This is an optimization exercise on Yosys and OpenROAD, whose aim is small area, a short achievable clock period and few clock cycles, not a production implementation.
Function was checked by simulation only, so behaviour that the tests miss may differ from the original.

==> inputs of run a <==
Design md5, start of the top module:
module md5(
	input  logic  PCLK_IN,
	input  logic  PRESETn_IN,
	input  logic  PSEL_IN,
	input  logic  PENABLE_IN,
	input  logic  PWRITE_IN,
	input  logic  [04:0] PADDR_IN,
	input  logic  [31:0] PWDATA_IN,
	output logic  [31:0] PRDATA_OUT,
	output logic  PREADY_OUT
);
	logic [31:0] M [15:0];
	logic [31:0] R0, R1, R2, R3;
	logic [31:0] A, B, C, D, P;
	logic [1:0]  ph;
	logic [5:0]  rnd;      
	logic        run;      
	logic        pend;     
	logic        fin;      
	logic        w0;       
	logic        spec;     
	logic [15:0] fsel;     
	logic [15:0] ssel;     
	logic [5:0]  ki;       
	logic [3:0]  gi;       
	wire wr    = PSEL_IN & ~PENABLE_IN & PWRITE_IN;
	wire start = PSEL_IN & PENABLE_IN & ~run & ~fin;
	wire go0   = ~run & (ph == 2'd0) & (start | pend) & ~w0;    
	wire idle3 = ~run & (ph == 2'd3);   
	wire addf  = fin | (run & (rnd >= 6'd61));
	logic [31:0] K;
	always_comb
		case (ki)
			6'd00: K = 32'hd76aa478; 6'd01: K = 32'he8c7b756; 6'd02: K = 32'h242070db; 6'd03: K = 32'hc1bdceee;
  ...
export LEC_CHECK = 0
export ABC_AREA = 1
export CAP_MARGIN = 20
export CORE_MARGIN = 2
export CORE_UTILIZATION = 50
export CTS_CLUSTER_DIAMETER = 100
export CTS_CLUSTER_SIZE = 30
export SETUP_SLACK_MARGIN = 5
export SLEW_MARGIN = 20
create_clock -name core_clock -period 11.0 [get_ports {PCLK_IN}]
standard.sh (not shown) runs the stock make flow with config.mk's settings and CLKGATE_MAP_FILE= SYNTH_SCRIPT=/design/flow/synth_recipe.tcl, a recipe that flattens the netlist after the stock synthesis.
==> flow/flow/run.sh <==
#!/bin/bash
set -euo pipefail
bash standard.sh SETUP_SLACK_MARGIN=6 finish > standard.log 2>&1
==> run b: changes against run a <==
--- a/flow/design.v
+++ b/flow/design.v
@@ -1,19 +1,12 @@
 module rodadas(
-	input  logic [31:0] b, c, d, p, addend,
-	input  logic [15:0] fsel,
+	input  logic [31:0] b, fu, fv, p, addend,
 	input  logic [15:0] ssel,
 	output logic [31:0] output_A
 );
 	logic [31:0] f, t, r;
-	integer i;
-	always_comb
-		for (i = 0; i < 32; i++)
-			f[i] = (fsel[4*(i/8)+0] & ((b[i] & c[i]) | (~b[i] & d[i])))
-			     | (fsel[4*(i/8)+1] & ((b[i] & d[i]) | (c[i] & ~d[i])))
-			     | (fsel[4*(i/8)+2] & (b[i] ^ c[i] ^ d[i]))
-			     | (fsel[4*(i/8)+3] & (c[i] ^ (b[i] | ~d[i])));
+	assign f = (b & fu) | (~b & fv);
 	assign t = f + p;
 	function automatic [31:0] rotl(input [31:0] v, input integer s);
 		rotl = (v << s) | (v >> (32 - s));
 	endfunction
 	assign r = ({32{ssel[0]}}  & rotl(t, 7))  | ({32{ssel[1]}}  & rotl(t, 12))
@@ -45,11 +38,11 @@
 	logic        run;      
 	logic        pend;     
 	logic        fin;      
 	logic        w0;       
 	logic        spec;     
-	logic [15:0] fsel;     
+	logic [31:0] FU, FV;   
 	logic [15:0] ssel;     
 	logic [5:0]  ki;       
 	logic [3:0]  gi;       
 	wire wr    = PSEL_IN & ~PENABLE_IN & PWRITE_IN;
 	wire start = PSEL_IN & PENABLE_IN & ~run & ~fin;
@@ -103,28 +96,33 @@
 			2'd2: g_n = {ki_n[2:0], 1'b0} + ki_n[3:0] + 4'd5;           
 			default: g_n = {ki_n[0], 3'b0} - ki_n[3:0];                 
 		endcase
 	always @(posedge PCLK_IN) begin
 		spec <= spec_n;
-		fsel <= {4{4'b0001 << rnd_n[5:4]}};
 		ssel <= {16{spec_n}} & (16'd1 << {rnd_n[5:4], rnd_n[1:0]});
 		ki <= ki_n;
 		gi <= g_n;
 	end
 	rodadas rod(
-		.b(B), .c(C), .d(D), .p(P),
+		.b(B), .fu(FU), .fv(FV), .p(P),
 		.addend(spec ? B : R2),
-		.fsel(fsel), .ssel(ssel),
+		.ssel(ssel),
 		.output_A(Bnext)
 	);
 	wire [31:0] Hsum = R3 + (B & {32{addf}});
 	always @(posedge PCLK_IN) begin
 		if (wr) M[PADDR_IN[3:0]] <= PWDATA_IN;
 		A <= idle3 ? R1 : D;
 		B <= Bnext;
 		C <= B;
 		D <= C;
+		case (rnd_n[5:4])
+			2'd0: begin FU <= B;       FV <= C;        end
+			2'd1: begin FU <= B | C;   FV <= B & ~C;   end
+			2'd2: begin FU <= ~(B ^ C); FV <= B ^ C;   end
+			default: begin FU <= ~B;   FV <= ~(B ^ C); end
+		endcase
 		P <= (idle3 ? R1 : D) + K + bswap(M[gi]);
 	end
 	always @(posedge PCLK_IN or negedge PRESETn_IN) begin
 		if (!PRESETn_IN) begin
 			R3 <= 32'hefcdab89;
==> flow/run.sh (new file) <==
#!/bin/bash
# synth_recipe.tcl (not shown) runs the flow's synth.tcl, then flattens the netlist and writes it again
# the make line also repeats each setting of config.mk as NAME=value (left out here)
make -C /OpenROAD-flow-scripts/flow DESIGN_CONFIG=/design/flow/config.mk WORK_HOME=/design/flow/orfs CLKGATE_MAP_FILE= SYNTH_SCRIPT=/design/flow/synth_recipe.tcl finish
ABC_AREA = not set   (was 1)
removed: flow/flow/run.sh
removed: flow/standard.sh
==> comparison <==
In run b the worst hold slack is lower than in run a, by 0.52 ps.
Of run b and run a, run b has the higher sequential share of layout area (gap 5.1 points).
Synthesized cell count: run a is higher than run b (about 40%).
Final cell count: run a is higher than run b (34%).
Fmax: run b is lower than run a (about 21%).
Testbench counts of run a, summed over its fixed seeds: cycles 8,116.
Testbench counts of run b, summed over its fixed seeds: cycles 8,116.

==> static timing again, ports no longer ideal <==
The flow's constraints put no driver on any port. The routed layouts listed below were extracted and timed again, unchanged, in two steps. Step 1, drivers: a clkbuf_16 drives PCLK_IN and a buf_2 each remaining input, both assumed. Step 2 times the ports against the registers' clock, not the clock port: input delays grow and output delays shrink by t, the midpoint of the rising clock arrivals with the driver on. a / b / c = ideal / step 1 / step 2; a / b = the first two.
| run | shift t [ns] | setup slack, ns | hold WS [ns] | latest minus earliest clock arrival (ns) | worst register clock-pin slew, ns |
|---|---|---|---|---|---|
| run a | 0.715 | 5.924 / 5.888 / 5.412 | 0.366 / 0.366 / 0.366 | 0.041 / 0.042 | 0.12 / 0.12 |
| run b | 0.701 | 4.547 / 4.547 / 4.505 | 0.365 / 0.365 / 0.365 | 0.037 / 0.037 | 0.12 / 0.12 |
After both steps every run listed still meets setup and hold. For run a, which loses most, drivers alone change the setup slack by -0.036 ns; drivers and shift together by -0.512 ns.
